Source: an optimization exercise on an open RTL-to-GDS flow (aim: small area and a short achievable clock period). Production flows keep margins and buffers that such runs may drop.
Function was not checked in any run shown here: the RTL went through the layout flow alone.
In runs 2 to 7 the design's own scripts or RTL, not TritonCTS, make the clock network.
The clock input has no modelled driver; a real chip could not lean on it and would need a root buffer or a full tree.
Power is estimated from default activity; no workload was simulated.

**flow/standard.sh**
```bash
#!/bin/bash
# synth_recipe.tcl (not shown) runs the flow's synth.tcl, then flattens the netlist and writes it again
# the make line also repeats each setting of config.mk as NAME=value (left out here)
make -C /OpenROAD-flow-scripts/flow DESIGN_CONFIG=/design/flow/config.mk WORK_HOME=/design/flow/orfs CLKGATE_MAP_FILE= SYNTH_SCRIPT=/design/flow/synth_recipe.tcl "${@:-finish}"
```
**flow/constraint.sdc**
```tcl
create_clock -name core_clock -period 10.0 [get_ports {clk}]
set_input_delay 2.0000 -clock core_clock [delete_from_list [all_inputs] [get_ports {clk}]]
set_output_delay 2.0000 -clock core_clock [all_outputs]
set_load 0.01 [all_outputs]
```
**flow/config.mk**
```make
export PLATFORM = sky130hd
export DESIGN_NAME = accumulator_sum
export DESIGN_NICKNAME = accumulator_sum
export VERILOG_FILES = /design/flow/design.v
export SDC_FILE = /design/flow/constraint.sdc
export NUM_CORES = 4
export LEC_CHECK = 0
export CAP_MARGIN = 20
export CORE_MARGIN = 2
export CORE_UTILIZATION = 40
export SLEW_MARGIN = 20
```
**flow/design.v**
```verilog
module accumulator_sum (
    input  logic        clk,
    input  logic        rst,
    input  logic        start,
    input  logic        clear,
    input  logic [3:0]  data_in_a,
    input  logic [3:0]  data_in_b,
    output logic [3:0]  data_out,
    output logic        data_out_valid,
    output logic        result_complete,
    output logic        ready,
    output logic        response
);
    logic        s_q;          
    logic        r_q;          
    logic [3:0]  c_q;          
    logic        ready_q, valid_q, complete_q, resp_q;
    logic [3:0]  dout_q;       
    logic [31:0] acc_q;        
    logic [3:0]  hi_q;         
    logic [1:0]  cy_q;         
    logic        zq;           
    logic [4:0]  ab_q;         
    wire idle    = !s_q && !r_q;
    wire sum_go  = idle && start && !clear;
    wire rd_go   = idle && start && clear;
    wire s_last  = s_q && (c_q == 4'd7);
    wire r_last  = r_q && (c_q == 4'd10);
    wire fold_last = idle && !ready_q;
    wire fold    = s_q || fold_last;
    wire en      = fold || r_q;
    wire [3:0] lo  = zq ? 4'd0 : acc_q[3:0];
    wire [5:0] nib = {2'b00, lo} + {1'b0, ab_q} + {4'b0000, cy_q};
    always_ff @(posedge clk) begin
        ab_q <= {1'b0, data_in_a} + {1'b0, data_in_b};
    end
    always_ff @(posedge clk) begin
        if (rst) begin
            s_q        <= 1'b0;
            r_q        <= 1'b0;
            c_q        <= 4'd0;
            ready_q    <= 1'b1;
            valid_q    <= 1'b0;
            complete_q <= 1'b0;
            resp_q     <= 1'b0;
        end else begin
            ready_q    <= idle || r_last;
            valid_q    <= r_q && (c_q <= 4'd9);
            complete_q <= r_last;
            resp_q     <= (s_q && c_q == 4'd6) || (r_q && c_q == 4'd8);
            if (sum_go) begin
                s_q <= 1'b1;
                c_q <= 4'd1;
            end else if (rd_go) begin
                r_q <= 1'b1;
                c_q <= 4'd1;
            end else if (s_last || r_last) begin
                s_q <= 1'b0;
                r_q <= 1'b0;
                c_q <= 4'd0;
            end else if (!idle) begin
                c_q <= c_q + 4'd1;
            end
        end
    end
    always_ff @(posedge clk) begin
        if (en)
            acc_q <= {nib[3:0], acc_q[31:4]};
    end
    always_ff @(posedge clk) begin
        if (rst) begin
            cy_q <= 2'b00;
            hi_q <= 4'd0;
            zq   <= 1'b1;
        end else begin
            cy_q <= s_q ? nib[5:4] : 2'b00;
            if (r_last)
                hi_q <= 4'd0;
            else if (fold_last)
                hi_q <= hi_q + {2'b00, nib[5:4]};
            if (r_last)
                zq <= 1'b1;
            else if (fold_last)
                zq <= 1'b0;
        end
    end
    always_ff @(posedge clk) begin
        dout_q <= (r_q && c_q == 4'd9) ? hi_q : lo;
    end
    assign data_out        = dout_q;
    assign data_out_valid  = valid_q;
    assign result_complete = complete_q;
    assign ready           = ready_q;
    assign response        = resp_q;
endmodule
```
**flow/flow/run.sh**
```bash
#!/bin/bash
# Standard ORFS layout with a few settings changed:
#  - no full/half-adder cells and abc's area script (abc maps the adders as plain gates),
#  - small port buffers (buf_1 instead of the slow clkdlybuf4s50_1),
#  - repair_timing aims for extra setup margin (the clock is much slower than the logic),
#  - no CTS dummy loads.
set -euo pipefail
bash standard.sh \
  ADDER_MAP_FILE= ABC_AREA=1 \
  "BUFFER_PORTS_ARGS=-buffer_cell sky130_fd_sc_hd__buf_1" \
  SETUP_SLACK_MARGIN=7.2 \
  "CTS_ARGS=-sink_clustering_enable -repair_clock_nets -dont_use_dummy_load -sink_clustering_size 64 -sink_clustering_max_diameter 400 -buf_list sky130_fd_sc_hd__clkbuf_16" \
  finish > standard_run.log 2>&1
```
==> impl_summary.txt, run 1 <==
----------------------------------------------------
[Placement]
  Detailed placer's ending HPWL ... about 2700 µm
  I/O Buffers ... 19
  Placed cell area ... roughly 0.0025 mm²
  Post-Place Cells ... 314
  Routability-driven placement congestion ratio ... approximately 0.84

[Power]
  Fraction of power spent switching nets ... a little under a quarter
  Comb pwr share ... roughly 9.9%
  Pwr/cell area ... ~220 mW/mm²
  Clock share of power ... approximately 40%
  Static leakage ... 0.001122 µW
  Net load switching power ... between 100 and 150 µW
  Sequential share of power ... about half
  Total internal power ... approximately 470 µW
  Maximum vdd drop ... 124.2 µV

[Worst setup path]
  Most frequent cell on the critical path ... sky130_fd_sc_hd__maj3_2
  Crit path launch ... data_in_a[1]
  Worst r2r src ... acc_q[3]
  Capture point of the worst path ... ab_q[4]
  Crit Path Class ... primary input to flip-flop
  Startpoint class of the critical path ... primary input
  Element type at the critical path end ... flip-flop
  Worst reg2reg path depth ... 15
  Slowest Stage Delay on Critical Path ... 0.31 ns
  Standard cell with the maximum stage delay on the critical path ... sky130_fd_sc_hd__maj3_2
  FF-to-FF End ... hi_q[3]
  Critical path data arrival time ... 2.97 ns
  Required time of the critical path ... just over 10 ns
  Register-to-register setup slack ... about 8.1 ns
  Maximum fanout along the worst path ... 2
  Ordered list of cells on the worst path ... buf_4, xnor2_4, o21ai_2, maj3_2, maj3_2

[Cells and area]
  Fraction of layout cells with a size suffix above 1 ... around 19%
  Final standard cell utilization of the core ... 50.14%
  Signed area change from the synthesized netlist to the final layout ... 19.87%
  Post-route cell area ... around 0.0028 mm²
  Diodes inserted ... 0
  Number of standard cells in the final layout excluding fillers ... about 320
  Total Nets Final ... between 200 and 300

[Synth]
  Number of instances in the synthesized netlist ... about 220
  Mean instance size in the synthesized netlist ... ~10 µm²
  Post-synthesis sequential area ratio ... between 60% and 70%
  Yosys synthesis warning count ... 1
  Net count after synthesis ... between 200 and 250
  Count of state elements after synthesis ... 58
  Cell area after technology mapping ... ~0.0023 mm²
  Count of distinct cell types in the synthesized netlist ... 27

[Clocking]
  Maximum clock insertion buffer count ... 2
  Latest clock arrival within the worst-skew pair ... approximately 0.32 ns
  Clock Tree Root ... sky130_fd_sc_hd__clkbuf_16
  TritonCTS clock tree ... done
  Clock sink total ... 58
  CTS H-tree lvls ... 3
  Clk pin slew, worst setup/hold paths ... around 0.050 ns
  TritonCTS Buffers ... 9
  Number of buffers added to fix hold violations after cts ... 0

[Global routing]
  Number of global-route vias before repair ... 1,372
  Global-route wire length before repair ... between 6000 and 7000 µm
  Global Route Usage Sum ... 14.07%
  Remaining global-route overflow ... 0
  Initial antenna violation count ... 0
  Pin count of the biggest net entering global routing ... 33

[Floorplanning]
  Starting utilization of the core area ... 41.82%
  Horizontal extent of the die ... between 80 and 90 µm
  Num ports ... 20
  CORE AREA ... 0.005540 mm²
  Number of rows created at floorplan ... 27
  Die ar. ... 0.006418 mm²
  Die Ht ... approximately 80 µm

[STA]
  Worst Clk Skew ... 0.01109 ns
  Worst relative slew slack ... 73.22%
  Post-route worst hold slack ... a little over 0.4 ns
  Slew Viols, Final ... 0
  Total of endpoints with negative setup slack in the final report ... 0
  Hold violation total from the final report ... 0
  Period utilisation layout ... 27.69%
  Maximum clock frequency ... 361.1 MHz
  Aggregate negative setup slack ... 0 ns
  Final period demand of the worst path ... between 2 and 3 ns
  Worst Tran Pin Value ... about 0.4 ns
  RSZ-0062 raised after global routing ... true

[Detailed routing]
  Via/cell ratio ... roughly 4.6
  Antenna-violating nets left ... 0
  Average wire per cell in the routed design ... around 12 µm
  Routed WL ... around 3800 µm
  Via count of the routed design ... 1,486
  Drt drc ... 0
  Drt pass-1 iters ... 4
  Starting DRC count in detailed routing ... 88

[Hold path]
  Type of the tightest min-delay check ... flip-flop to flip-flop

[Job]
  Max Cap Violations ... 0

[Run status]
  Outcome ... timing/DRC/antenna clean

----------------------------------------------------
## per-layer routing
metal  global-route usage [%]  share of wire (%)  up-vias
met4                    7.119                1.8        0
met1                    19.71                 53      662
met2                    18.50                 40       28
met3                    5.730                4.9        6
li1                         -                  -      790
met5                        0                  0        -
## synth_stat cells
| master | instances | share of area (%) |
|---|---|---|
| sky130_fd_sc_hd__a21oi_1 | 10 | 2.2 |
| sky130_fd_sc_hd__a21oi_2 | 2 | 0.76 |
| sky130_fd_sc_hd__and3_1 | 1 | 0.27 |
| sky130_fd_sc_hd__dfxtp_1 | 26 | 22 |
| sky130_fd_sc_hd__edfxtp_1 | 32 | 41 |
| sky130_fd_sc_hd__inv_1 | 30 | 4.9 |
| sky130_fd_sc_hd__inv_2 | 3 | 0.49 |
| sky130_fd_sc_hd__maj3_1 | 2 | 0.86 |
| sky130_fd_sc_hd__nand2_1 | 36 | 5.8 |
| sky130_fd_sc_hd__nand2_2 | 5 | 1.3 |
| sky130_fd_sc_hd__nand3_1 | 9 | 1.9 |
| sky130_fd_sc_hd__nand3_2 | 4 | 1.7 |
| sky130_fd_sc_hd__nand4_1 | 1 | 0.27 |
| sky130_fd_sc_hd__nor2_1 | 23 | 3.7 |
| sky130_fd_sc_hd__nor2_2 | 5 | 1.3 |
| sky130_fd_sc_hd__nor3_1 | 3 | 0.65 |
| sky130_fd_sc_hd__nor3b_1 | 2 | 0.65 |
| sky130_fd_sc_hd__nor4_1 | 1 | 0.27 |
| sky130_fd_sc_hd__o21ai_0 | 6 | 1.3 |
| sky130_fd_sc_hd__o21ai_2 | 4 | 1.5 |
| sky130_fd_sc_hd__o21bai_2 | 1 | 0.49 |
| sky130_fd_sc_hd__o22ai_1 | 1 | 0.27 |
| sky130_fd_sc_hd__o31ai_1 | 2 | 0.65 |
| sky130_fd_sc_hd__or2_1 | 1 | 0.27 |
| sky130_fd_sc_hd__or2_2 | 1 | 0.27 |
| sky130_fd_sc_hd__xnor2_1 | 3 | 1.1 |
| sky130_fd_sc_hd__xor2_1 | 8 | 3.0 |
## worst max-delay path: cells and delay by family
family / cells / cell delay (ns)
fa+ha+maj: 2 / 0.61
compound gates: 1 / 0.08
buf+inv: 1 / 0.13
xor+xnor: 1 / 0.15
## how the worst min path moves through the flow
stage | from | endpoint | cells past startpoint
2_1_floorplan | acc_q[4] | acc_q[0] | 0
3_3_place_gp | acc_q[30] | acc_q[26] | 0
3_5_place_dp | acc_q[28] | acc_q[24] | 0
4_1_cts | acc_q[4] | acc_q[0] | 0
5_1_grt | acc_q[16] | acc_q[12] | 0
6_report | acc_q[4] | acc_q[0] | 0
## power groups by stage
stage,clock (µW),sequential [µW],combinational [µW]
6_report,242,306,60.6
3_3_place_gp,0,310,58.4
5_1_grt,258,310,68.8
2_1_floorplan,0,307,44.2
4_1_cts,248,307,59.8
3_5_place_dp,0,310,59.3
## registers in the layout (all words and copies together), names as in the netlist
| signal | flops |
|---|---|
| r_q | 1 |
| resp_q | 1 |
| ab_q | 5 |
| acc_q | 32 |
| dout_q | 4 |
| s_q | 1 |
| ready_q | 1 |
| hi_q | 4 |
| complete_q | 1 |
| valid_q | 1 |
| cy_q | 2 |
| zq | 1 |
| c_q | 4 |
## repair_timing
item,CTS,global route
buffers inserted,0,1
pin swaps,0,4
endpoints found under the setup margin,2,5
resized for setup,4,8
## layout by cell type, fill, tap and decap left out, types with 2 or more instances in the layout
cell / count
sky130_fd_sc_hd__o21ai_0: 5
sky130_fd_sc_hd__edfxtp_1: 32
sky130_fd_sc_hd__inv_2: 4
sky130_fd_sc_hd__inv_1: 28
sky130_fd_sc_hd__nand3_2: 4
sky130_fd_sc_hd__a21oi_2: 2
sky130_fd_sc_hd__buf_4: 3
sky130_fd_sc_hd__nand3_1: 9
sky130_fd_sc_hd__clkbuf_16: 9
sky130_fd_sc_hd__nand2_1: 35
sky130_fd_sc_hd__nor3b_1: 2
sky130_fd_sc_hd__buf_1: 15
sky130_fd_sc_hd__buf_6: 2
sky130_fd_sc_hd__a21oi_1: 10
sky130_fd_sc_hd__dfxtp_1: 25
sky130_fd_sc_hd__maj3_2: 2
sky130_fd_sc_hd__nand2_2: 6
sky130_fd_sc_hd__nor2_2: 5
sky130_fd_sc_hd__xnor2_1: 2
sky130_fd_sc_hd__nor3_1: 3
sky130_fd_sc_hd__o21ai_2: 5
sky130_fd_sc_hd__nor2_1: 23
sky130_fd_sc_hd__xor2_1: 8
## per-stage QoR
step,power (µW),setup WS [ns]
2_1_floorplan,350.9,7.033
3_3_place_gp,368.0,6.815
3_5_place_dp,369.7,6.790
4_1_cts,615.1,7.188
5_1_grt,637.5,7.198
6_report,608.8,7.231
## cell families after synthesis
| family | after synthesis | synth area share, % |
|---|---|---|
| xor+xnor | 11 | 4.158 |
| simple gates | 92 | 18.57 |
| compound gates | 26 | 7.127 |
| flops | 58 | 63.93 |
| fa+ha+maj | 2 | 0.8640 |
| buf+inv | 33 | 5.346 |
## final cells by class
| type | count | area [µm²] |
|---|---|---|
| Multi-Input combinational cell | 131 | 747.0 |
| Sequential cell | 58 | 1483 |
| Clock buffer | 9 | 225.2 |
| Inverter | 33 | 126.4 |
| Tap cell | 72 | 90.09 |
| Timing Repair Buffer | 21 | 106.4 |
| Fill cell | 534 | 2763 |
==> inputs of run 2 (changes only) <==
--- a/flow/design.v
+++ b/flow/design.v
@@ -20,7 +20,7 @@
     logic [3:0]  hi_q;         
     logic [1:0]  cy_q;         
     logic        zq;           
-    logic [4:0]  ab_q;         
+    logic [3:0]  a_q, b_q;     
     wire idle    = !s_q && !r_q;
     wire sum_go  = idle && start && !clear;
     wire rd_go   = idle && start && clear;
@@ -30,9 +30,10 @@
     wire fold    = s_q || fold_last;
     wire en      = fold || r_q;
     wire [3:0] lo  = zq ? 4'd0 : acc_q[3:0];
-    wire [5:0] nib = {2'b00, lo} + {1'b0, ab_q} + {4'b0000, cy_q};
+    wire [5:0] nib = {2'b00, lo} + {2'b00, a_q} + {2'b00, b_q} + {4'b0000, cy_q};
     always_ff @(posedge clk) begin
-        ab_q <= {1'b0, data_in_a} + {1'b0, data_in_b};
+        a_q <= data_in_a;
+        b_q <= data_in_b;
     end
     always_ff @(posedge clk) begin
         if (rst) begin
==> flow/flow/run.sh (replaced) <==
#!/bin/bash
# Standard ORFS layout with a few settings changed:
#  - no full/half-adder cells and abc's area script (abc maps the adders as plain gates),
#  - small port buffers (buf_1 instead of the slow clkdlybuf4s50_1),
#  - repair_timing aims for extra setup margin (the clock is much slower than the logic),
#  - after CTS, one clock buffer drives all flip-flops (flow/cts_post.tcl).
set -euo pipefail
bash standard.sh \
  ADDER_MAP_FILE= ABC_AREA=1 \
  "BUFFER_PORTS_ARGS=-buffer_cell sky130_fd_sc_hd__buf_1" \
  SETUP_SLACK_MARGIN=7.3 \
  "CTS_ARGS=-repair_clock_nets -dont_use_dummy_load" \
  POST_CTS_TCL=$PWD/flow/cts_post.tcl FLOW_CLKBUF=sky130_fd_sc_hd__clkbuf_8 \
  finish > standard_run.log 2>&1
==> flow/flow/cts_post.tcl (new file) <==
# After CTS: replace the clock tree by one level of 4 clock buffers, each driving
# the flip-flops of one quarter of the design, all driven by the clock port.
# The design is small: this meets the clock-pin slew limit with less latency and
# area than the two-level H-tree CTS builds. All flip-flops get the same kind of path.
set block [ord::get_db_block]
set clk_net [[$block findBTerm clk] getNet]

# (sourced inside a proc: keep the lists in the global namespace)
set ::cts_sinks {}
set ::cts_bufs {}
set ::cts_nets {}
proc walk_clock {net} {
  foreach it [$net getITerms] {
    if {![$it isInputSignal]} { continue }
    set inst [$it getInst]
    set m [[$inst getMaster] getName]
    if {[regexp {__(clkbuf|buf|clkinv|inv)_} $m]} {
      lappend ::cts_bufs $inst
      foreach ot [$inst getITerms] {
        if {[$ot isOutputSignal] && [$ot getNet] ne "NULL"} {
          lappend ::cts_nets [$ot getNet]
          walk_clock [$ot getNet]
        }
      }
    } else {
      lappend ::cts_sinks $it
    }
  }
}
walk_clock $clk_net
set sinks $::cts_sinks
set bufs $::cts_bufs
set nets $::cts_nets
puts "cts_post: [llength $bufs] clock buffers, [llength $sinks] sinks"

# split the sinks into 4 groups by position (halves by x, then halves by y);
# each group gets its own buffer at its centre, all driven by the clock port
proc sink_xy {it} {
  set b [[$it getInst] getBBox]
  return [list [expr {([$b xMin] + [$b xMax]) / 2}] [expr {([$b yMin] + [$b yMax]) / 2}]]
}
proc split_by {items k} {
  set keyed {}
  foreach it $items { lappend keyed [list [lindex [sink_xy $it] $k] $it] }
  set sorted {}
  foreach p [lsort -integer -index 0 $keyed] { lappend sorted [lindex $p 1] }
  set h [expr {[llength $sorted] / 2}]
  return [list [lrange $sorted 0 [expr {$h - 1}]] [lrange $sorted $h end]]
}
set groups {}
foreach half [split_by $sinks 0] {
  foreach q [split_by $half 1] { lappend groups $q }
}

foreach it $sinks { $it disconnect }
foreach inst $bufs { odb::dbInst_destroy $inst }
foreach net $nets { odb::dbNet_destroy $net }

set master [[ord::get_db] findMaster $::env(FLOW_CLKBUF)]
set i 0
foreach g $groups {
  set sx 0; set sy 0
  foreach it $g {
    lassign [sink_xy $it] x y
    set sx [expr {$sx + $x}]; set sy [expr {$sy + $y}]
  }
  set n [llength $g]
  set buf [odb::dbInst_create $block $master clkbuf_leaf_$i]
  set net [odb::dbNet_create $block clknet_leaf_$i]
  $net setSigType CLOCK
  [$buf findITerm A] connect $clk_net
  [$buf findITerm X] connect $net
  foreach it $g { $it connect $net }
  $buf setLocation [expr {$sx / $n}] [expr {$sy / $n}]
  $buf setPlacementStatus PLACED
  incr i
}

detailed_placement
estimate_parasitics -placement
report_clock_latency
repair_timing_helper
detailed_placement
check_placement -verbose
==> impl_summary.txt, run 2 <==
----------------------------------------------------
[Synth]
  Cell type with the largest total area after synthesis ... sky130_fd_sc_hd__edfxtp_1
  Net count after synthesis ... 270
  Yosys synthesis warning count ... 1
  Number of instances in the synthesized netlist ... 258
  Mean instance size in the synthesized netlist ... 9.951 µm²
  Most numerous cell in the Yosys netlist ... sky130_fd_sc_hd__nand2_1
  Top cells by area, synth ... sky130_fd_sc_hd__edfxtp_1 (37%), sky130_fd_sc_hd__dfxtp_1 (23%), sky130_fd_sc_hd__nand2_1 (6.1%)
  Count of distinct cell types in the synthesized netlist ... 34
  Main flop type after synthesis ... sky130_fd_sc_hd__edfxtp_1
  Fraction of post-synthesis cell area in the top cell type by area ... between 30% and 40%
  Count of flip-flops with a built-in enable after synthesis ... 32
  Async SR Flop Fraction ... 0%
  Count of state elements after synthesis ... 61
  Cell area after technology mapping ... around 0.0026 mm²
  Cell types with the highest counts after synthesis ... sky130_fd_sc_hd__nand2_1 (42), sky130_fd_sc_hd__inv_1 (38), sky130_fd_sc_hd__edfxtp_1 (32), sky130_fd_sc_hd__dfxtp_1 (29), sky130_fd_sc_hd__nor2_1 (25)
  Post-synthesis sequential area ratio ... roughly 60%

[Placement]
  Routability-driven placement congestion ratio ... 0.8305
  Detailed placer's ending HPWL ... ~3100 µm
  I/O Buffers ... 19

[Cells and area]
  Signed area change from the synthesized netlist to the final layout ... 10.53%
  Total Nets Final ... a little under 300
  Largest register by flop count ... acc_q
  Diodes inserted ... 0
  Flip-flop count of the largest register after layout ... 32
  Fraction of layout cells with a size suffix above 1 ... a little under a quarter
  Most common library cell in the layout ignoring fill and taps ... sky130_fd_sc_hd__nand2_1
  Leading cell types in the layout, fill and taps excluded ... sky130_fd_sc_hd__nand2_1 (42), sky130_fd_sc_hd__inv_1 (38), sky130_fd_sc_hd__edfxtp_1 (32), sky130_fd_sc_hd__dfxtp_1 (28), sky130_fd_sc_hd__nor2_1 (24)

[Power]
  Maximum vdd drop ... about 110 µV
  Total Power Consumption ... around 460 µW
  Static leakage ... 0.001196 µW
  Pwr/cell area ... 162.8 mW/mm²

[Hold path]
  Number of cells traversed by the worst hold path ... 0
  Type of the tightest min-delay check ... flip-flop to flip-flop
  Worst Hold Endpoint ... acc_q[25]
  Startpoint of the lowest-slack hold path ... acc_q[29]

[Clocking]
  Latest clock arrival within the worst-skew pair ... around 0.15 ns
  Clock sink total ... 61
  Clk pin slew, worst setup/hold paths ... 0.09 ns

[STA]
  RSZ-0062 raised after global routing ... false
  Hold violation total from the final report ... 0
  Final period demand of the worst path ... between 2 and 3 ns
  Aggregate negative setup slack ... 0 ns
  Period utilisation layout ... 26.60%
  Maximum clock frequency ... 376.0 MHz
  Worst relative slew slack ... 70.74%
  Slew Viols, Final ... 0
  Total of endpoints with negative setup slack in the final report ... 0
  Worst Clk Skew ... roughly 0.0086 ns
  Worst Tran Pin Value ... around 0.44 ns

[Detailed routing]
  Starting DRC count in detailed routing ... 76
  Drt drc ... 0
  Average wire per cell in the routed design ... 11.70 µm
  Via/cell ratio ... roughly 4.7
  Routed WL ... about 4200 µm
  Drt pass-1 iters ... 4
  Via count of the routed design ... around 1,700
  Antenna-violating nets left ... 0

[Global routing]
  Initial antenna violation count ... 0
  Pin count of the biggest net entering global routing ... 33
  Global-route wire length before repair ... 7210 µm
  Global Route Usage Sum ... approximately an eighth
  Number of global-route vias before repair ... approximately 1,600
  Remaining global-route overflow ... 0

[Worst setup path]
  Required time of the critical path ... 10.09 ns
  Critical path data arrival time ... about 2.8 ns
  Register-to-register setup slack ... just under 8 ns
  FF-to-FF End ... hi_q[3]
  Maximum fanout along the worst path ... 4
  Worst reg2reg path depth ... 15
  Element type at the critical path end ... flip-flop
  Startpoint class of the critical path ... primary input
  Crit Path Class ... primary input to flip-flop
  Worst r2r src ... cy_q[1]

[Job]
  Max Cap Violations ... 0

[Floorplanning]
  Num ports ... 20
  Starting utilization of the core area ... between 40 and 50%
  Die ar. ... ~0.007 mm²
  Horizontal extent of the die ... approximately 84 µm
  Number of rows created at floorplan ... 29
  Die Ht ... ~84 µm
  CORE AREA ... around 0.0063 mm²

[Run status]
  Outcome ... timing/DRC/antenna clean

----------------------------------------------------
[run 2: layout make-up]
class	instances	area [µm²]
inverter	45	168.9
fill	606	3440
tap	77	96.34
multi-input combinational	151	870.8
sequential	61	1543
timing repair buffer	21	103.9
buffer	4	55.05
[run 2: worst max-delay path by stage]
stage           from  endpoint  slack [ns]  cells after the start
2_1_floorplan    rst    c_q[2]        7.29                      3
6_report       start    c_q[2]        7.34                      5
5_1_grt        start    c_q[2]        7.30                      5
3_5_place_dp   start    c_q[2]        7.17                      5
3_3_place_gp   start    c_q[2]        7.20                      5
[run 2: critical path, cell delays in order]
cell and delay [ns]:
sky130_fd_sc_hd__buf_1 0.08, sky130_fd_sc_hd__inv_1 0.05, sky130_fd_sc_hd__nor2_1 0.06, sky130_fd_sc_hd__or3_4 0.41
sky130_fd_sc_hd__nor3b_2 0.15
[run 2: where the power goes]
part / internal, µW / switching, µW / total, µW / leakage, µW
logic: 19.3 / 40.9 / 60.2 / 0.000623
clock network: 37.0 / 59.3 / 96.3 / 0.0000288
registers: 296 / 9.50 / 305 / 0.000545
[run 2: kinds of logic after synthesis]
logic type	share of synthesized area, %
and+or+nand+nor	23.88
AOI/OAI and AO/OA	7.310
buffers and inverters	6.725
xor gates and xnor gates	2.047
DFF	60.04
[run 2: per-stage QoR]
step                util [%]  std cells  setup slack (ns)  hold slack [ns]  area (µm²)
detailed placement     43.79        354             7.171           0.4045        2749
floorplan                  -        258             7.294           0.4003        2587
global route           45.21        359             7.304           0.4304        2838
global placement       43.79        354             7.195           0.4016        2749
finish                 45.21        359             7.340           0.4159        2838
[run 2: routing by layer]
metal | global-route usage, % | share of wire (%) | up-vias
li1 | - | - | 878
met1 | 17.25 | 49 | 776
met2 | 20.71 | 46 | 19
met3 | 2.770 | 2.9 | 5
met4 | 5.279 | 1.9 | 0
met5 | 0 | 0 | -
==> inputs of run 3 (changes only) <==
==> flow/flow/run.sh (replaced) <==
#!/bin/bash
# Standard ORFS layout with a few settings changed:
#  - abc maps with an area script (flow/abc_area.script; ORFS's scripts are copied so that
#    only this one file differs), and no full/half-adder cells,
#  - small port buffers (buf_1 instead of the slow clkdlybuf4s50_1),
#  - repair_timing aims for extra setup margin (the clock is much slower than the logic),
#  - after CTS, one level of clock buffers drives all flip-flops (flow/cts_post.tcl).
set -euo pipefail
rm -rf orfs_scripts
cp -r "$FLOW_HOME/scripts" orfs_scripts
cp flow/abc_area.script orfs_scripts/abc_area.script
bash standard.sh \
  SCRIPTS_DIR=$PWD/orfs_scripts \
  ADDER_MAP_FILE= ABC_AREA=1 \
  "BUFFER_PORTS_ARGS=-buffer_cell sky130_fd_sc_hd__buf_1" \
  SETUP_SLACK_MARGIN=7.3 \
  "CTS_ARGS=-repair_clock_nets -dont_use_dummy_load" \
  POST_CTS_TCL=$PWD/flow/cts_post.tcl FLOW_CLKBUF=sky130_fd_sc_hd__clkbuf_8 \
  finish > standard_run.log 2>&1
==> flow/flow/abc_area.script (new file) <==
strash; dc2; dch -f; amap; topo
==> impl_summary.txt, run 3 <==
----------------------------------------------------
[Run status]
  Outcome ... timing/DRC/antenna clean

[STA]
  Slew Viols, Final ... 0
  Worst Setup Slack, final ... between 7 and 8 ns
  Hold violation total from the final report ... 0
  Total of endpoints with negative setup slack in the final report ... 0
  Maximum clock frequency ... around 370 MHz
  Worst Tran Pin Value ... 0.4040 ns
  Worst relative slew slack ... between 70% and 80%
  Aggregate negative setup slack ... 0 ns
  Period utilisation layout ... between 20% and 30%
  Final period demand of the worst path ... around 2.7 ns
  Worst Clk Skew ... a little under 0.009 ns
  RSZ-0062 raised after global routing ... true

[Floorplanning]
  Starting utilization of the core area ... between 40% and 50%
  Number of rows created at floorplan ... 26
  Die Ht ... just under 80 µm
  Die ar. ... 0.005996 mm²
  Num ports ... 20
  CORE AREA ... slightly above 0.005 mm²
  Horizontal extent of the die ... 77.44 µm

[Cells and area]
  Count of filler cells inserted in the layout ... 498
  Post-route cell area ... 0.002603 mm²
  Signed area change from the synthesized netlist to the final layout ... 20.65%
  Total Nets Final ... around 240
  Number of standard cells in the final layout excluding fillers ... between 200 and 300
  Most common library cell in the layout ignoring fill and taps ... sky130_fd_sc_hd__edfxtp_1
  Sequential cell area ... between 0.0015 and 0.002 mm²
  Fraction of layout cells with a size suffix above 1 ... between 20% and 30%
  Diodes inserted ... 0
  Leading cell types in the layout, fill and taps excluded ... sky130_fd_sc_hd__edfxtp_1 (32), sky130_fd_sc_hd__dfxtp_1 (25), sky130_fd_sc_hd__clkinv_1 (22), sky130_fd_sc_hd__nor2_1 (21), sky130_fd_sc_hd__nand2_1 (19)
  Largest register by flop count ... acc_q
  Flip-flop count of the largest register after layout ... 32
  Multi-input combinational cell area ... 664.4 µm²

[Worst setup path]
  Ordered list of cells on the worst path ... o21ai_4, nor2_2, a21oi_2, nand2_2, o21ai_4, o21ai_2, nand2_1, o21ai_2, o21ai_2, nand2_1, nand2_1, nand2_1, and2_4, nor2_4, a21oi_4, and2_4, o21ai_4, nor2_4, nor2_2, a211oi_2
  Crit Path Class ... flip-flop to flip-flop
  Required time of the critical path ... 10.04 ns
  Most frequent cell on the critical path ... sky130_fd_sc_hd__nand2_1
  Critical path data arrival time ... between 2 and 3 ns
  Slowest Stage Delay on Critical Path ... roughly 0.37 ns
  Worst r2r src ... cy_q[1]
  Cell class contributing the biggest share of worst-path delay ... simple AND/OR/NAND/NOR gates
  Startpoint class of the critical path ... flip-flop
  Crit path launch ... cy_q[1]
  Combined buffer and inverter count along the critical path ... 0
  Element type at the critical path end ... flip-flop
  Maximum fanout along the worst path ... 3
  Standard cell with the maximum stage delay on the critical path ... sky130_fd_sc_hd__dfxtp_4

[Detailed routing]
  Starting DRC count in detailed routing ... around 110
  Routed WL ... roughly 3400 µm
  Drt drc ... 0
  Antenna-violating nets left ... 0
  Via/cell ratio ... approximately 4.8
  Drt pass-1 iters ... 6
  Detailed-routed wire length on met2 ... 1512 µm
  Routed met1 length ... between 1500 and 2000 µm
  Average wire per cell in the routed design ... roughly 12 µm
  Met3 wire len ... ~120 µm
  Via count of the routed design ... about 1,400
  Top metal layer carrying routed signals ... met4

[Power]
  Pwr/cell area ... 176.9 mW/mm²
  Static leakage ... between 0.0009 and 0.001 µW
  Maximum vdd drop ... between 90 and 100 µV

[Synth]
  Count of distinct cell types in the synthesized netlist ... 22
  Post-synthesis sequential area ratio ... a little under three quarters
  Count of flip-flops with a built-in enable after synthesis ... 32
  Most numerous cell in the Yosys netlist ... sky130_fd_sc_hd__edfxtp_1
  Async SR Flop Fraction ... 0%
  Top cells by area, synth ... sky130_fd_sc_hd__edfxtp_1 (45%), sky130_fd_sc_hd__dfxtp_1 (27%), sky130_fd_sc_hd__nor2_1 (4.7%)
  Yosys synthesis warning count ... 1
  Number of instances in the synthesized netlist ... ~190
  Mean instance size in the synthesized netlist ... approximately 11 µm²
  Cell area after technology mapping ... around 0.0022 mm²
  Net count after synthesis ... 203
  Cell types with the highest counts after synthesis ... sky130_fd_sc_hd__edfxtp_1 (32), sky130_fd_sc_hd__dfxtp_1 (29), sky130_fd_sc_hd__nor2_1 (27), sky130_fd_sc_hd__clkinv_1 (23), sky130_fd_sc_hd__nand2_1 (23)
  Count of state elements after synthesis ... 61
  Cell type with the largest total area after synthesis ... sky130_fd_sc_hd__edfxtp_1
  Fraction of post-synthesis cell area in the top cell type by area ... 44.55%
  Main flop type after synthesis ... sky130_fd_sc_hd__edfxtp_1

[Placement]
  Routability-driven placement congestion ratio ... around 0.81
  Post-Place Cells ... roughly 280
  I/O Buffers ... 19
  Placed cell area ... around 0.0023 mm²
  Detailed placer's ending HPWL ... around 2200 µm
  Worst setup slack after placement ... around 6.9 ns

[Hold path]
  Startpoint of the lowest-slack hold path ... acc_q[14]
  Type of the tightest min-delay check ... flip-flop to flip-flop

[Global routing]
  Pin count of the biggest net entering global routing ... 33
  Initial antenna violation count ... 0
  Global Route Usage Sum ... between 10% and 20%
  Remaining global-route overflow ... 0
  Number of global-route vias before repair ... ~1,100
  Global-route wire length before repair ... roughly 5000 µm

[Clocking]
  Latest clock arrival within the worst-skew pair ... approximately 0.15 ns
  Clk pin slew, worst setup/hold paths ... about 0.090 ns
  Clock sink total ... slightly above 60

[Job]
  Max Cap Violations ... 0

----------------------------------------------------
[run 3: cell types whose count changed after synthesis, moves of 4 or more]
cell,delta
sky130_fd_sc_hd__o21ai_0,+11
sky130_fd_sc_hd__nand3_2,-9
sky130_fd_sc_hd__nand3_1,-7
sky130_fd_sc_hd__nand2_1,-19
sky130_fd_sc_hd__nand2_2,-14
sky130_fd_sc_hd__inv_1,-38
sky130_fd_sc_hd__o22ai_1,+5
sky130_fd_sc_hd__o21a_1,+5
sky130_fd_sc_hd__clkinv_1,+23
sky130_fd_sc_hd__inv_2,-7
sky130_fd_sc_hd__xor2_1,-6
sky130_fd_sc_hd__nor2_2,-4
[run 3: routing by layer]
layer,up-vias,track usage (%)
met4,0,4.286
li1,724,-
met1,641,15.50
met3,5,2.791
met5,-,0
met2,22,15.83
[run 3: path summary, 6_finish.rpt]
check | endpoint | slack, ns | cells after the start
min | acc_q[10] | 0.42 | 0
min reg2reg | acc_q[10] | 0.42 | 0
max reg2reg | hi_q[3] | 7.30 | 20
max | hi_q[3] | 7.30 | 20
[run 3: report_power, final]
part	switching, µW	total (µW)	internal, µW
logic	34.7	55.3	20.6
clock network	57.7	94.7	36.9
registers	9.43	310	301
[run 3: cell type report]
type	count	area share [%]
repair buffers	28	6.010
inverters	23	3.365
plain buffers	4	2.115
flip-flops and latches	61	59.62
well taps	70	3.365
multi-input cells	107	25.53
[run 3: cell families after synthesis]
kind of cell | Yosys count | share of synthesized area, %
buf+inv | 23 | 4.002
simple gates | 62 | 12.01
compound gates | 45 | 12.53
flops | 61 | 71.46
[run 3: through the flow]
step / hold slack, ns / util (%) / power, µW
5_1_grt: 0.4338 / 50.63 / 481.3
2_1_floorplan: 0.4003 / - / 344.3
3_3_place_gp: 0.4015 / 45.20 / 356.8
3_5_place_dp: 0.4061 / 45.20 / 358.8
6_report: 0.4228 / 50.63 / 460.3
==> inputs of run 4 (changes only) <==
--- a/flow/flow/run.sh
+++ b/flow/flow/run.sh
@@ -13,7 +13,7 @@
   SCRIPTS_DIR=$PWD/orfs_scripts \
   ADDER_MAP_FILE= ABC_AREA=1 \
   "BUFFER_PORTS_ARGS=-buffer_cell sky130_fd_sc_hd__buf_1" \
-  SETUP_SLACK_MARGIN=7.3 \
+  SETUP_SLACK_MARGIN=7.15 \
   "CTS_ARGS=-repair_clock_nets -dont_use_dummy_load" \
   POST_CTS_TCL=$PWD/flow/cts_post.tcl FLOW_CLKBUF=sky130_fd_sc_hd__clkbuf_8 \
   finish > standard_run.log 2>&1
==> impl_summary.txt, run 4 <==
----------------------------------------------------
[STA]
  Period utilisation layout ... around 27%
  Aggregate negative setup slack ... 0 ns
  Worst relative slew slack ... 73.57%
  Worst Setup Slack, final ... a little over 7 ns
  RSZ-0062 raised after global routing ... false
  Final period demand of the worst path ... roughly 2.7 ns
  Total of endpoints with negative setup slack in the final report ... 0
  Worst Tran Pin Value ... around 0.40 ns
  Hold violation total from the final report ... 0
  Slew Viols, Final ... 0
  Worst Clk Skew ... between 0.008 and 0.009 ns
  Post-route worst hold slack ... approximately 0.42 ns
  Maximum clock frequency ... 363.8 MHz

[Worst setup path]
  Critical path data arrival time ... approximately 2.8 ns
  Number of cells on the critical path ... 19
  Worst reg2reg path depth ... 19
  Slowest Stage Delay on Critical Path ... 0.37 ns
  Maximum fanout along the worst path ... 3
  Cell class contributing the biggest share of worst-path delay ... simple AND/OR/NAND/NOR gates
  FF-to-FF End ... hi_q[3]
  Crit Path Class ... flip-flop to flip-flop
  Register-to-register setup slack ... 7.25 ns
  Ordered list of cells on the worst path ... o21ai_4, nor2_2, a21oi_2, nand2_2, o21ai_4, nor2_2, a21oi_2, nand2_2, o21ai_2, nand2_1, nand2_1, nand2_1, and2_4, nor2_4, a21oi_4, and2_4, o21ai_4, nor2_2, a211oi_2
  Combined buffer and inverter count along the critical path ... 0
  Worst r2r src ... cy_q[1]
  Required time of the critical path ... between 10 and 15 ns
  Standard cell with the maximum stage delay on the critical path ... sky130_fd_sc_hd__dfxtp_4
  Startpoint class of the critical path ... flip-flop
  Element type at the critical path end ... flip-flop

[Synth]
  Cell area after technology mapping ... between 0.002 and 0.0025 mm²
  Mean instance size in the synthesized netlist ... 11.29 µm²
  Async SR Flop Fraction ... 0%
  Fraction of post-synthesis cell area in the top cell type by area ... 44.55%
  Synth Area in Adders ... 0%
  Net count after synthesis ... around 200
  Yosys synthesis warning count ... 1
  Combinational family with the most area after synthesis ... compound AO/OA/AOI/OAI gates
  Xor and xnor area share after synthesis ... 0%
  Count of distinct cell types in the synthesized netlist ... 22
  Top cells by area, synth ... sky130_fd_sc_hd__edfxtp_1 (45%), sky130_fd_sc_hd__dfxtp_1 (27%), sky130_fd_sc_hd__nor2_1 (4.7%)
  Number of instances in the synthesized netlist ... about 190
  Synth Area in Simple Gates ... between 10% and 20%
  Most numerous cell in the Yosys netlist ... sky130_fd_sc_hd__edfxtp_1
  Count of flip-flops with a built-in enable after synthesis ... 32
  Main flop type after synthesis ... sky130_fd_sc_hd__edfxtp_1
  Post-synthesis sequential area ratio ... 71.46%
  Compound-gate portion of the synthesized area ... about 13%
  Cell types with the highest counts after synthesis ... sky130_fd_sc_hd__edfxtp_1 (32), sky130_fd_sc_hd__dfxtp_1 (29), sky130_fd_sc_hd__nor2_1 (27), sky130_fd_sc_hd__clkinv_1 (23), sky130_fd_sc_hd__nand2_1 (23)
  Multiplexer share of the synthesized area ... 0%
  Count of state elements after synthesis ... 61
  Cell type with the largest total area after synthesis ... sky130_fd_sc_hd__edfxtp_1

[Cells and area]
  Leading cell types in the layout, fill and taps excluded ... sky130_fd_sc_hd__edfxtp_1 (32), sky130_fd_sc_hd__dfxtp_1 (26), sky130_fd_sc_hd__nor2_1 (23), sky130_fd_sc_hd__clkinv_1 (22)
  Final standard cell utilization of the core ... around half
  Flip-flop count of the largest register after layout ... 32
  Multi-input combinational cell area ... between 600 and 700 µm²
  Number of standard cells in the final layout excluding fillers ... around 300
  Signed area change from the synthesized netlist to the final layout ... 18.56%
  Total Nets Final ... between 200 and 250
  Sequential cell area ... between 0.0015 and 0.002 mm²
  Count of filler cells inserted in the layout ... 502
  Largest register by flop count ... acc_q
  Diodes inserted ... 0
  Most common library cell in the layout ignoring fill and taps ... sky130_fd_sc_hd__edfxtp_1
  Fraction of layout cells with a size suffix above 1 ... between 10% and 20%

[Placement]
  Worst setup slack after placement ... between 6 and 7 ns
  Post-Place Cells ... ~280
  I/O Buffers ... 19
  Detailed placer's ending HPWL ... 2211 µm
  Routability-driven placement congestion ratio ... ~0.8

[Floorplanning]
  CORE AREA ... between 0.005 and 0.006 mm²
  Number of rows created at floorplan ... 26
  Num ports ... 20
  Die ar. ... between 0.005 and 0.006 mm²
  Horizontal extent of the die ... between 70 and 80 µm
  Starting utilization of the core area ... a little over two fifths
  Die Ht ... between 70 and 80 µm

[Detailed routing]
  Drt drc ... 0
  Starting DRC count in detailed routing ... 75
  Drt pass-1 iters ... 4
  Average wire per cell in the routed design ... around 11 µm
  Via count of the routed design ... between 1,000 and 1,500
  Via/cell ratio ... 4.685
  Antenna-violating nets left ... 0
  Routed WL ... 3274 µm

[Clocking]
  Latest clock arrival within the worst-skew pair ... 0.15 ns
  Clk pin slew, worst setup/hold paths ... roughly 0.090 ns
  Clock sink total ... between 60 and 70

[Hold path]
  Number of cells traversed by the worst hold path ... 0
  Worst Hold Endpoint ... acc_q[10]
  Startpoint of the lowest-slack hold path ... acc_q[14]
  Type of the tightest min-delay check ... flip-flop to flip-flop

[Global routing]
  Initial antenna violation count ... 0
  Global-route wire length before repair ... between 4000 and 5000 µm
  Pin count of the biggest net entering global routing ... 33
  Global Route Usage Sum ... between 10% and 20%
  Remaining global-route overflow ... 0
  Number of global-route vias before repair ... roughly 1,100

[Power]
  Maximum vdd drop ... about 97 µV
  Static leakage ... 0.0008685 µW
  Pwr/cell area ... about 180 mW/mm²

[Run status]
  Outcome ... timing/DRC/antenna clean

[Job]
  Max Cap Violations ... 0

----------------------------------------------------
run 4: cell types whose count changed in the layout (fill, tap and decap cells not counted), sizes merged:
cell | before | now
clkbuf | 5 | 4
clkinv | 23 | 22
inv | 0 | 1
run 4: worst register-to-register path, delay by kind of cell, from the launching register on:
family          cells  cell delay, ns
compound gates      8            1.16
flops               1            0.37
simple gates       11            1.17
run 4: stage by stage:
step | instance area [µm²] | power [µW]
2_1_floorplan | 2157 | 344.3
3_3_place_gp | 2323 | 356.8
3_5_place_dp | 2323 | 358.8
5_1_grt | 2557 | 479.8
6_report | 2557 | 458.0
run 4: cell families (layout without fill, tap and decap cells):
| kind of cell | after synthesis | after routing |
|---|---|---|
| and+or+nand+nor | 62 | 62 |
| AOI/OAI and AO/OA | 45 | 45 |
| DFF | 61 | 61 |
| buffers and inverters | 23 | 54 |
run 4: layout make-up:
cell class | count | share of cell area, %
flip-flops and latches | 61 | 60.52
multi-input cells | 107 | 25.34
repair buffers | 27 | 5.186
well taps | 70 | 3.425
inverters | 23 | 3.376
plain buffers | 4 | 2.153
run 4: worst max-delay path by stage:
stage / slack (ns) / to / startpoint
2_1_floorplan: 7.31 / hi_q[3] / a_q[1]
3_3_place_gp: 7.02 / hi_q[3] / zq
6_report: 7.25 / hi_q[3] / cy_q[1]
3_5_place_dp: 6.92 / hi_q[3] / a_q[1]
5_1_grt: 7.04 / hi_q[3] / cy_q[1]
run 4: where the power goes:
group	switching (µW)	total, µW	leakage [µW]	internal [µW]
Sequential	9.31	310	0.000546	301
Clock	57.2	94.1	0.0000288	36.9
Combinational	34.2	53.7	0.000294	19.5
run 4: routing by layer:
metal | vias up | part of all wire (%) | global-route usage [%]
li1 | 727 | - | -
met1 | 616 | 52 | 15.11
met2 | 20 | 44 | 14.96
met3 | 5 | 3.3 | 2.791
met4 | 0 | 1.0 | 4.286
met5 | - | 0 | 0
==> inputs of run 5 (changes only) <==
--- a/flow/flow/run.sh
+++ b/flow/flow/run.sh
@@ -13,7 +13,7 @@
   SCRIPTS_DIR=$PWD/orfs_scripts \
   ADDER_MAP_FILE= ABC_AREA=1 \
   "BUFFER_PORTS_ARGS=-buffer_cell sky130_fd_sc_hd__buf_1" \
-  SETUP_SLACK_MARGIN=7.15 \
+  SETUP_SLACK_MARGIN=6.9 \
   "CTS_ARGS=-repair_clock_nets -dont_use_dummy_load" \
   POST_CTS_TCL=$PWD/flow/cts_post.tcl FLOW_CLKBUF=sky130_fd_sc_hd__clkbuf_8 \
   finish > standard_run.log 2>&1
==> impl_summary.txt, run 5 <==
----------------------------------------------------
[Run status]
  Outcome ... timing/DRC/antenna clean

[Cells and area]
  Count of filler cells inserted in the layout ... 509
  Most common library cell in the layout ignoring fill and taps ... sky130_fd_sc_hd__edfxtp_1
  Total Nets Final ... around 230
  Flip-flop count of the largest register after layout ... 32
  Sequential cell area ... around 0.0015 mm²
  Diodes inserted ... 0
  Largest register by flop count ... acc_q
  Multi-input combinational cell area ... approximately 560 µm²
  Leading cell types in the layout, fill and taps excluded ... sky130_fd_sc_hd__edfxtp_1 (32), sky130_fd_sc_hd__dfxtp_1 (29), sky130_fd_sc_hd__nor2_1 (25), sky130_fd_sc_hd__clkinv_1 (23), sky130_fd_sc_hd__nand2_1 (21)
  Fraction of layout cells with a size suffix above 1 ... around 7%
  Signed area change from the synthesized netlist to the final layout ... 11.77%

[Worst setup path]
  Cell class contributing the biggest share of worst-path delay ... simple AND/OR/NAND/NOR gates
  Combined buffer and inverter count along the critical path ... 2
  Standard cell with the maximum stage delay on the critical path ... sky130_fd_sc_hd__dfxtp_1
  Worst r2r src ... zq
  Ordered list of cells on the worst path ... clkinv_1, nand2_2, clkinv_1, nand2_1, o21ai_1, nor2_1, a21oi_1, nand2_1, o21ai_1, o21ai_2, nand2_1, nand2_1, nand2_1, and2_0, nor2_2, a21oi_1, and2_1, o21ai_2, nor2_2, a211oi_1
  Maximum fanout along the worst path ... 5
  Slowest Stage Delay on Critical Path ... about 0.32 ns
  Element type at the critical path end ... flip-flop
  Crit Path Class ... flip-flop to flip-flop
  Critical path data arrival time ... 2.86 ns
  Worst reg2reg path depth ... 20
  Crit path launch ... zq
  Most frequent cell on the critical path ... sky130_fd_sc_hd__nand2_1
  Required time of the critical path ... about 10 ns
  Register-to-register setup slack ... approximately 7 ns
  Startpoint class of the critical path ... flip-flop
  FF-to-FF End ... hi_q[3]

[Clocking]
  Clk pin slew, worst setup/hold paths ... around 0.090 ns
  Latest clock arrival within the worst-skew pair ... 0.15 ns
  Clock sink total ... roughly 60

[STA]
  Final period demand of the worst path ... between 2 and 3 ns
  Total of endpoints with negative setup slack in the final report ... 0
  Maximum clock frequency ... between 300 and 400 MHz
  Worst Clk Skew ... about 0.0096 ns
  Period utilisation layout ... between 20% and 30%
  RSZ-0062 raised after global routing ... false
  Aggregate negative setup slack ... 0 ns
  Worst relative slew slack ... between 70% and 80%
  Slew Viols, Final ... 0
  Hold violation total from the final report ... 0
  Worst Tran Pin Value ... 0.3944 ns

[Job]
  Max Cap Violations ... 0

[Floorplanning]
  Num ports ... 20
  Number of rows created at floorplan ... 26
  Horizontal extent of the die ... about 77 µm
  Die ar. ... ~0.006 mm²
  Starting utilization of the core area ... between 40% and 50%
  Die Ht ... about 77 µm
  CORE AREA ... a little over 0.005 mm²

[Synth]
  Cell types with the highest counts after synthesis ... sky130_fd_sc_hd__edfxtp_1 (32), sky130_fd_sc_hd__dfxtp_1 (29), sky130_fd_sc_hd__nor2_1 (27), sky130_fd_sc_hd__clkinv_1 (23), sky130_fd_sc_hd__nand2_1 (23)
  Async SR Flop Fraction ... 0%
  Post-synthesis sequential area ratio ... 71.46%
  Net count after synthesis ... about 200
  Count of state elements after synthesis ... 61
  Compound-gate portion of the synthesized area ... approximately 13%
  Mean instance size in the synthesized netlist ... approximately 11 µm²
  Cell type with the largest total area after synthesis ... sky130_fd_sc_hd__edfxtp_1
  Most numerous cell in the Yosys netlist ... sky130_fd_sc_hd__edfxtp_1
  Combinational family with the most area after synthesis ... compound AO/OA/AOI/OAI gates
  Multiplexer share of the synthesized area ... 0%
  Xor and xnor area share after synthesis ... 0%
  Synth Area in Simple Gates ... ~12%
  Synth Area in Adders ... 0%
  Cell area after technology mapping ... approximately 0.0022 mm²
  Yosys synthesis warning count ... 1
  Count of distinct cell types in the synthesized netlist ... 22
  Count of flip-flops with a built-in enable after synthesis ... 32
  Main flop type after synthesis ... sky130_fd_sc_hd__edfxtp_1
  Top cells by area, synth ... sky130_fd_sc_hd__edfxtp_1 (45%), sky130_fd_sc_hd__dfxtp_1 (27%), sky130_fd_sc_hd__nor2_1 (4.7%)
  Number of instances in the synthesized netlist ... roughly 190
  Fraction of post-synthesis cell area in the top cell type by area ... ~45%

[Power]
  Static leakage ... around 0.00081 µW
  Pwr/cell area ... about 190 mW/mm²
  Total Power Consumption ... approximately 450 µW
  Maximum vdd drop ... a little over 90 µV

[Hold path]
  Number of cells traversed by the worst hold path ... 0
  Startpoint of the lowest-slack hold path ... acc_q[14]
  Type of the tightest min-delay check ... flip-flop to flip-flop
  Worst Hold Endpoint ... acc_q[10]

[Detailed routing]
  Routed WL ... approximately 3100 µm
  Via/cell ratio ... between 4 and 5
  Average wire per cell in the routed design ... roughly 11 µm
  Drt pass-1 iters ... 4
  Drt drc ... 0
  Starting DRC count in detailed routing ... 85
  Via count of the routed design ... between 1,000 and 1,500
  Antenna-violating nets left ... 0

[Placement]
  Detailed placer's ending HPWL ... ~2200 µm
  I/O Buffers ... 19
  Routability-driven placement congestion ratio ... 0.8073

[Global routing]
  Number of global-route vias before repair ... between 1,000 and 1,500
  Pin count of the biggest net entering global routing ... 33
  Global-route wire length before repair ... 4767 µm
  Global Route Usage Sum ... around a tenth
  Remaining global-route overflow ... 0
  Initial antenna violation count ... 0

----------------------------------------------------
[run 5: where the power goes]
part	total, µW	switching, µW	internal, µW
Sequential	310	8.93	301
Combinational	44.4	30.2	14.2
Clock	93.9	57.0	36.9
[run 5: final cells by class]
type / count / area share, %
inverters: 23 / 3.581
repair buffers: 20 / 3.269
well taps: 70 / 3.633
plain buffers: 4 / 2.283
flip-flops and latches: 61 / 63.93
multi-input cells: 107 / 23.30
[run 5: cell families (layout without fill, tap and decap cells)]
group	after synthesis	count (layout)
AO/OA/AOI/OAI	45	45
buffers and inverters	23	47
flip-flops	61	61
AND/OR/NAND/NOR	62	62
[run 5: metrics by stage]
step / hold slack (ns) / util (%) / setup WS, ns / cell area, µm² / cells
after floorplan: 0.4003 / - / 7.309 / 2157 / 191
after global placement: 0.4015 / 45.20 / 7.022 / 2323 / 281
after detailed placement: 0.4061 / 45.20 / 6.921 / 2323 / 281
after global routing: 0.4338 / 46.91 / 6.892 / 2411 / 285
final: 0.4200 / 46.91 / 7.201 / 2411 / 285
[run 5: layer usage]
metal	GRT usage [%]	part of all wire, %
met5	0	0
met4	4.286	1.4
met3	3.140	3.5
met2	14.87	41
met1	14.96	54
[run 5: worst max-delay path by stage]
| stage | endpoint | slack [ns] | depth (start not counted) |
|---|---|---|---|
| 2_1_floorplan | hi_q[3] | 7.31 | 19 |
| 3_3_place_gp | hi_q[3] | 7.02 | 20 |
| 3_5_place_dp | hi_q[3] | 6.92 | 19 |
| 5_1_grt | hi_q[3] | 6.89 | 21 |
| 6_report | hi_q[3] | 7.20 | 20 |
==> inputs of run 6 (changes only) <==
--- a/flow/design.v
+++ b/flow/design.v
@@ -20,7 +20,7 @@
     logic [3:0]  hi_q;         
     logic [1:0]  cy_q;         
     logic        zq;           
-    logic [3:0]  a_q, b_q;     
+    logic [3:0]  p_q, g_q;     
     wire idle    = !s_q && !r_q;
     wire sum_go  = idle && start && !clear;
     wire rd_go   = idle && start && clear;
@@ -29,11 +29,14 @@
     wire fold_last = idle && !ready_q;
     wire fold    = s_q || fold_last;
     wire en      = fold || r_q;
+    wire cy_mid  = (s_q && c_q != 4'd1) || fold_last;
     wire [3:0] lo  = zq ? 4'd0 : acc_q[3:0];
-    wire [5:0] nib = {2'b00, lo} + {2'b00, a_q} + {2'b00, b_q} + {4'b0000, cy_q};
+    wire [3:0] fs  = lo ^ p_q;
+    wire [4:0] fc  = {(g_q | (p_q & lo)), 1'b0};
+    wire [5:0] nib = {2'b00, fs} + {1'b0, fc} + {4'b0000, (cy_mid ? cy_q : 2'b00)};
     always_ff @(posedge clk) begin
-        a_q <= data_in_a;
-        b_q <= data_in_b;
+        p_q <= data_in_a ^ data_in_b;
+        g_q <= data_in_a & data_in_b;
     end
     always_ff @(posedge clk) begin
         if (rst) begin
@@ -74,11 +77,11 @@
             hi_q <= 4'd0;
             zq   <= 1'b1;
         end else begin
-            cy_q <= s_q ? nib[5:4] : 2'b00;
+            cy_q <= fold ? nib[5:4] : 2'b00;
             if (r_last)
                 hi_q <= 4'd0;
-            else if (fold_last)
-                hi_q <= hi_q + {2'b00, nib[5:4]};
+            else
+                hi_q <= hi_q + {2'b00, (cy_mid ? 2'b00 : cy_q)};
             if (r_last)
                 zq <= 1'b1;
             else if (fold_last)
--- a/flow/flow/run.sh
+++ b/flow/flow/run.sh
@@ -13,7 +13,7 @@
   SCRIPTS_DIR=$PWD/orfs_scripts \
   ADDER_MAP_FILE= ABC_AREA=1 \
   "BUFFER_PORTS_ARGS=-buffer_cell sky130_fd_sc_hd__buf_1" \
-  SETUP_SLACK_MARGIN=6.9 \
+  SETUP_SLACK_MARGIN=7.3 \
   "CTS_ARGS=-repair_clock_nets -dont_use_dummy_load" \
   POST_CTS_TCL=$PWD/flow/cts_post.tcl FLOW_CLKBUF=sky130_fd_sc_hd__clkbuf_8 \
   finish > standard_run.log 2>&1
==> impl_summary.txt, run 6 <==
----------------------------------------------------
[Hold path]
  Startpoint of the lowest-slack hold path ... acc_q[23]
  Number of cells traversed by the worst hold path ... 0
  Type of the tightest min-delay check ... flip-flop to flip-flop

[STA]
  RSZ-0062 raised after global routing ... true
  Hold violation total from the final report ... 0
  Worst relative slew slack ... between 50% and 60%
  Slew Viols, Final ... 0
  Post-route worst hold slack ... 0.4207 ns
  Maximum clock frequency ... 372.1 MHz
  Worst Tran Pin Value ... a little over 0.6 ns
  Worst Setup Slack, final ... ~7.3 ns
  Worst Clk Skew ... 0.007781 ns
  Total of endpoints with negative setup slack in the final report ... 0
  Aggregate negative setup slack ... 0 ns
  Final period demand of the worst path ... 2.687 ns
  Period utilisation layout ... 26.87%

[Worst setup path]
  Required time of the critical path ... 10.07 ns
  Crit Path Class ... primary input to flip-flop
  Critical path data arrival time ... 2.76 ns
  Maximum fanout along the worst path ... 5
  Register-to-register setup slack ... ~7.7 ns
  Startpoint class of the critical path ... primary input
  Worst reg2reg path depth ... 16
  Element type at the critical path end ... flip-flop
  Worst r2r src ... c_q[0]
  Crit path launch ... rst

[Power]
  Fraction of power spent switching nets ... a little over a fifth
  Total internal power ... 347.7 µW
  Net load switching power ... between 90 and 100 µW
  Pwr/cell area ... 174.0 mW/mm²
  Static leakage ... ~0.0009 µW
  Comb pwr share ... about a tenth
  Sequential share of power ... between 60% and 70%
  Clock share of power ... a little over a fifth
  Maximum vdd drop ... ~84 µV

[Synth]
  Count of state elements after synthesis ... 61
  Multiplexer share of the synthesized area ... 0%
  Compound-gate portion of the synthesized area ... just under 10%
  Mean instance size in the synthesized netlist ... ~11 µm²
  Combinational family with the most area after synthesis ... simple AND/OR/NAND/NOR gates
  Post-synthesis sequential area ratio ... a little over two thirds
  Most numerous cell in the Yosys netlist ... sky130_fd_sc_hd__nor2_1
  Cell types with the highest counts after synthesis ... sky130_fd_sc_hd__nor2_1 (47), sky130_fd_sc_hd__edfxtp_1 (32), sky130_fd_sc_hd__dfxtp_1 (29), sky130_fd_sc_hd__clkinv_1 (28), sky130_fd_sc_hd__nand2_1 (23)
  Fraction of post-synthesis cell area in the top cell type by area ... between 40% and 50%
  Main flop type after synthesis ... sky130_fd_sc_hd__edfxtp_1
  Xor and xnor area share after synthesis ... 0%
  Synth Area in Adders ... 0%
  Net count after synthesis ... 221
  Yosys synthesis warning count ... 1
  Cell type with the largest total area after synthesis ... sky130_fd_sc_hd__edfxtp_1
  Count of distinct cell types in the synthesized netlist ... 18
  Count of flip-flops with a built-in enable after synthesis ... 32
  Cell area after technology mapping ... around 0.0022 mm²
  Synth Area in Simple Gates ... between 10% and 20%
  Top cells by area, synth ... sky130_fd_sc_hd__edfxtp_1 (44%), sky130_fd_sc_hd__dfxtp_1 (26%), sky130_fd_sc_hd__nor2_1 (8.0%)
  Async SR Flop Fraction ... 0%
  Number of instances in the synthesized netlist ... between 200 and 250

[Cells and area]
  Diodes inserted ... 0
  Total Nets Final ... approximately 250
  Count of filler cells inserted in the layout ... a little under 500
  Final standard cell utilization of the core ... around half
  Fraction of layout cells with a size suffix above 1 ... 11.76%
  Most common library cell in the layout ignoring fill and taps ... sky130_fd_sc_hd__nor2_1
  Flip-flop count of the largest register after layout ... 32
  Leading cell types in the layout, fill and taps excluded ... sky130_fd_sc_hd__nor2_1 (45), sky130_fd_sc_hd__edfxtp_1 (32), sky130_fd_sc_hd__dfxtp_1 (28), sky130_fd_sc_hd__clkinv_1 (26), sky130_fd_sc_hd__nand2_1 (22)
  Largest register by flop count ... acc_q
  Number of standard cells in the final layout excluding fillers ... roughly 310
  Signed area change from the synthesized netlist to the final layout ... 15.20%

[Detailed routing]
  Average wire per cell in the routed design ... about 11 µm
  Met3 wire len ... about 130 µm
  Drt drc ... 0
  Via count of the routed design ... 1,444
  Routed WL ... ~3400 µm
  Drt pass-1 iters ... 4
  Detailed-routed wire length on met2 ... 1524 µm
  Via/cell ratio ... ~4.7
  Starting DRC count in detailed routing ... 58
  Routed met1 length ... 1631 µm
  Antenna-violating nets left ... 0
  Top metal layer carrying routed signals ... met4

[Global routing]
  Number of global-route vias before repair ... 1,319
  Initial antenna violation count ... 0
  Pin count of the biggest net entering global routing ... 33
  Global-route wire length before repair ... between 5000 and 6000 µm
  Remaining global-route overflow ... 0
  Global Route Usage Sum ... 12.06%

[Placement]
  Routability-driven placement congestion ratio ... 0.7800
  Worst setup slack after placement ... 6.952 ns
  I/O Buffers ... 19
  Detailed placer's ending HPWL ... 2437 µm
  Post-Place Cells ... 299

[Floorplanning]
  Starting utilization of the core area ... a little over two fifths
  Num ports ... 20
  CORE AREA ... about 0.0052 mm²
  Number of rows created at floorplan ... 26
  Die ar. ... between 0.006 and 0.007 mm²
  Die Ht ... roughly 78 µm
  Horizontal extent of the die ... 78.14 µm

[Clocking]
  Clock sink total ... 61
  Clk pin slew, worst setup/hold paths ... 0.09 ns
  Latest clock arrival within the worst-skew pair ... ~0.15 ns

[Run status]
  Outcome ... timing/DRC/antenna clean

[Job]
  Max Cap Violations ... 0

----------------------------------------------------
## run 6: cell count changes after synthesis, sizes merged, moves of 2 or more
cell and change:
nor2 +20, a21oi +9, o21ai -9, clkinv +5
o22ai -3, a22oi -2, nor2b +2, or2 +2
## run 6: worst paths after layout
| path | end |
|---|---|
| worst max-delay path | c_q[0] |
| worst min-delay path | acc_q[19] |
| worst max register to register | cy_q[1] |
| worst min register to register | acc_q[19] |
## run 6: cells by family after synthesis
kind of cell,after synthesis
compound gates,38
buf+inv,28
flops,61
simple gates,82
## run 6: critical path, cell delays in order
cell and delay (ns):
sky130_fd_sc_hd__buf_8 0.11, sky130_fd_sc_hd__nor2_4 0.13, sky130_fd_sc_hd__clkinv_4 0.07, sky130_fd_sc_hd__a31oi_4 0.18
sky130_fd_sc_hd__clkinv_2 0.09, sky130_fd_sc_hd__a311oi_1 0.18
## run 6: area by class of cell
type                            count  area [µm²]  area share (%)
Sequential cell                    61        1543           60.92
Multi-Input combinational cell    120       588.1           23.22
Timing Repair Buffer               25       147.6           5.830
Inverter                           28       111.4           4.397
Tap cell                           70       87.58           3.458
Buffer                              4       55.05           2.174
## run 6: per-layer routing
layer,global-route usage [%],vias to the layer above
li1,-,759
met1,16.25,658
met2,18.71,21
met3,2.759,6
met4,5.263,0
met5,0,-
## run 6: power groups by stage
stage          clock network [µW]  registers (µW)  logic (µW)
3_3_place_gp                    0             308        40.2
3_5_place_dp                    0             309        41.0
5_1_grt                       110             305        50.1
6_report                     94.3             303        43.7
2_1_floorplan                   0             307        29.2
## run 6: metrics by stage
step	total power [µW]	cell area, µm²
2_1_floorplan	336.1	2231
3_3_place_gp	348.1	2397
3_5_place_dp	349.8	2397
5_1_grt	465.4	2532
6_report	440.7	2532
==> inputs of run 7 (changes only) <==
--- a/flow/flow/run.sh
+++ b/flow/flow/run.sh
@@ -13,7 +13,7 @@
   SCRIPTS_DIR=$PWD/orfs_scripts \
   ADDER_MAP_FILE= ABC_AREA=1 \
   "BUFFER_PORTS_ARGS=-buffer_cell sky130_fd_sc_hd__buf_1" \
-  SETUP_SLACK_MARGIN=7.3 \
+  SETUP_SLACK_MARGIN=6.6 \
   "CTS_ARGS=-repair_clock_nets -dont_use_dummy_load" \
   POST_CTS_TCL=$PWD/flow/cts_post.tcl FLOW_CLKBUF=sky130_fd_sc_hd__clkbuf_8 \
   finish > standard_run.log 2>&1
==> impl_summary.txt, run 7 <==
----------------------------------------------------
[Floorplanning]
  Number of rows created at floorplan ... 26
  Num ports ... 20
  Die Ht ... 78.14 µm
  Starting utilization of the core area ... a little over two fifths
  Horizontal extent of the die ... between 70 and 80 µm
  Die ar. ... approximately 0.0061 mm²
  CORE AREA ... 0.005205 mm²

[STA]
  Worst relative slew slack ... 72.64%
  Total of endpoints with negative setup slack in the final report ... 0
  Period utilisation layout ... a little under a third
  Aggregate negative setup slack ... 0 ns
  Worst Clk Skew ... 0.009312 ns
  Worst Tran Pin Value ... 0.4066 ns
  Final period demand of the worst path ... roughly 3.1 ns
  Hold violation total from the final report ... 0
  RSZ-0062 raised after global routing ... false

[Placement]
  Placed cell area ... approximately 0.0024 mm²
  Routability-driven placement congestion ratio ... ~0.86
  I/O Buffers ... 19

[Clocking]
  Clock sink total ... a little over 60
  Clk pin slew, worst setup/hold paths ... 0.09 ns
  Latest clock arrival within the worst-skew pair ... roughly 0.15 ns

[Power]
  Static leakage ... ~0.00083 µW
  Maximum vdd drop ... about 86 µV
  Pwr/cell area ... ~180 mW/mm²

[Cells and area]
  Total Nets Final ... around 250
  Count of filler cells inserted in the layout ... between 500 and 600
  Post-route cell area ... about 0.0024 mm²
  Diodes inserted ... 0
  Largest register by flop count ... acc_q
  Fraction of layout cells with a size suffix above 1 ... 2.146%
  Signed area change from the synthesized netlist to the final layout ... 10.07%
  Flip-flop count of the largest register after layout ... 32
  Most common library cell in the layout ignoring fill and taps ... sky130_fd_sc_hd__nor2_1

[Global routing]
  Global Route Usage Sum ... 11.64%
  Number of global-route vias before repair ... around 1,200
  Pin count of the biggest net entering global routing ... 33
  Met1 GRT Util ... approximately 16%
  Layer carrying the most global-route usage ... met2
  Met3 usage in global routing ... approximately 2.8%
  Global-route wire length before repair ... about 5400 µm
  Global routing usage on met2 ... 16.98%

[Worst setup path]
  Worst r2r src ... s_q
  Element type at the critical path end ... flip-flop
  Critical path data arrival time ... 3.16 ns
  Worst reg2reg path depth ... 16
  Maximum fanout along the worst path ... 6
  Required time of the critical path ... slightly above 10 ns
  Startpoint class of the critical path ... primary input
  Crit Path Class ... primary input to flip-flop

[Hold path]
  Startpoint of the lowest-slack hold path ... acc_q[21]
  Worst Hold Endpoint ... acc_q[17]
  Number of cells traversed by the worst hold path ... 0
  Type of the tightest min-delay check ... flip-flop to flip-flop

[Synth]
  Most numerous cell in the Yosys netlist ... sky130_fd_sc_hd__nor2_1
  Mean instance size in the synthesized netlist ... roughly 11 µm²
  Cell area after technology mapping ... between 0.002 and 0.0025 mm²
  Cell types with the highest counts after synthesis ... sky130_fd_sc_hd__nor2_1 (47), sky130_fd_sc_hd__edfxtp_1 (32), sky130_fd_sc_hd__dfxtp_1 (29), sky130_fd_sc_hd__clkinv_1 (28), sky130_fd_sc_hd__nand2_1 (23)
  Net count after synthesis ... ~220
  Number of instances in the synthesized netlist ... about 210
  Count of distinct cell types in the synthesized netlist ... 18
  Count of flip-flops with a built-in enable after synthesis ... 32
  Fraction of post-synthesis cell area in the top cell type by area ... between 40% and 50%
  Cell type with the largest total area after synthesis ... sky130_fd_sc_hd__edfxtp_1

[Detailed routing]
  Via count of the routed design ... roughly 1,400
  Drt drc ... 0
  Via/cell ratio ... around 4.6
  Average wire per cell in the routed design ... between 10 and 15 µm
  Drt pass-1 iters ... 4

[Run status]
  Outcome ... timing/DRC/antenna clean

[Job]
  Max Cap Violations ... 0

----------------------------------------------------
-- run 7: cell counts after synthesis --
No cell type changed its count.
-- run 7: report_power, final --
group	internal (µW)	total (µW)	leakage [µW]	switching (µW)
registers	295	303	0.000544	7.38
logic	12.2	39.0	0.000255	26.8
clock network	36.9	94.0	0.0000288	57.1
total	344	436	0.000827	91.3
-- run 7: layer usage --
metal,routed length (µm),share of wire (%)
met3,121,3.7
met1,1660,51
met4,46,1.4
met2,1420,44
met5,0,0
-- run 7: how the worst max path moves through the flow --
stage          start     end  slack (ns)
5_1_grt          rst  c_q[0]        6.70
2_1_floorplan    rst  c_q[0]        7.12
3_5_place_dp     rst  c_q[0]        6.73
6_report         rst  c_q[0]        6.91
3_3_place_gp     rst  c_q[0]        6.77
-- run 7: cells by family (layout without fill, tap and decap cells) --
group,Yosys count,in the layout,share of synthesized area [%]
flip-flops,61,61,70.12
AO/OA/AOI/OAI,38,38,9.903
buffers and inverters,28,52,4.781
AND/OR/NAND/NOR,82,82,15.20
-- run 7: final cells by class --
| cell class | instances | share of cell area, % |
|---|---|---|
| tap | 70 | 3.619 |
| inverter | 28 | 4.343 |
| sequential | 61 | 63.70 |
| buffer | 4 | 2.275 |
| timing repair buffer | 20 | 3.257 |
| multi-input combinational | 120 | 22.80 |
-- run 7: metrics by stage --
step	power [µW]	cells	hold WS [ns]	setup slack (ns)	utilization, %
floorplan	334.9	209	0.4003	7.125	-
global placement	346.9	299	0.4016	6.766	45.43
detailed placement	348.5	299	0.4045	6.730	45.43
global route	458.4	303	0.4353	6.700	46.49
finish	435.7	303	0.4121	6.907	46.49
-- run 7: critical path, stage by stage --
cell	delay [ns]
sky130_fd_sc_hd__buf_1	0.15
sky130_fd_sc_hd__nor2_1	0.25
sky130_fd_sc_hd__clkinv_1	0.17
sky130_fd_sc_hd__a31oi_1	0.23
sky130_fd_sc_hd__clkinv_1	0.16
sky130_fd_sc_hd__a311oi_1	0.20

Re-timed with assumed drivers on the ports (clkbuf_16 on the clock, buf_2 on other inputs), run 7 has 6.940 ns of setup slack against 6.907 ns with ideal ports, and 6.741 ns once port delays also move by the mid clock arrival of 0.199 ns.
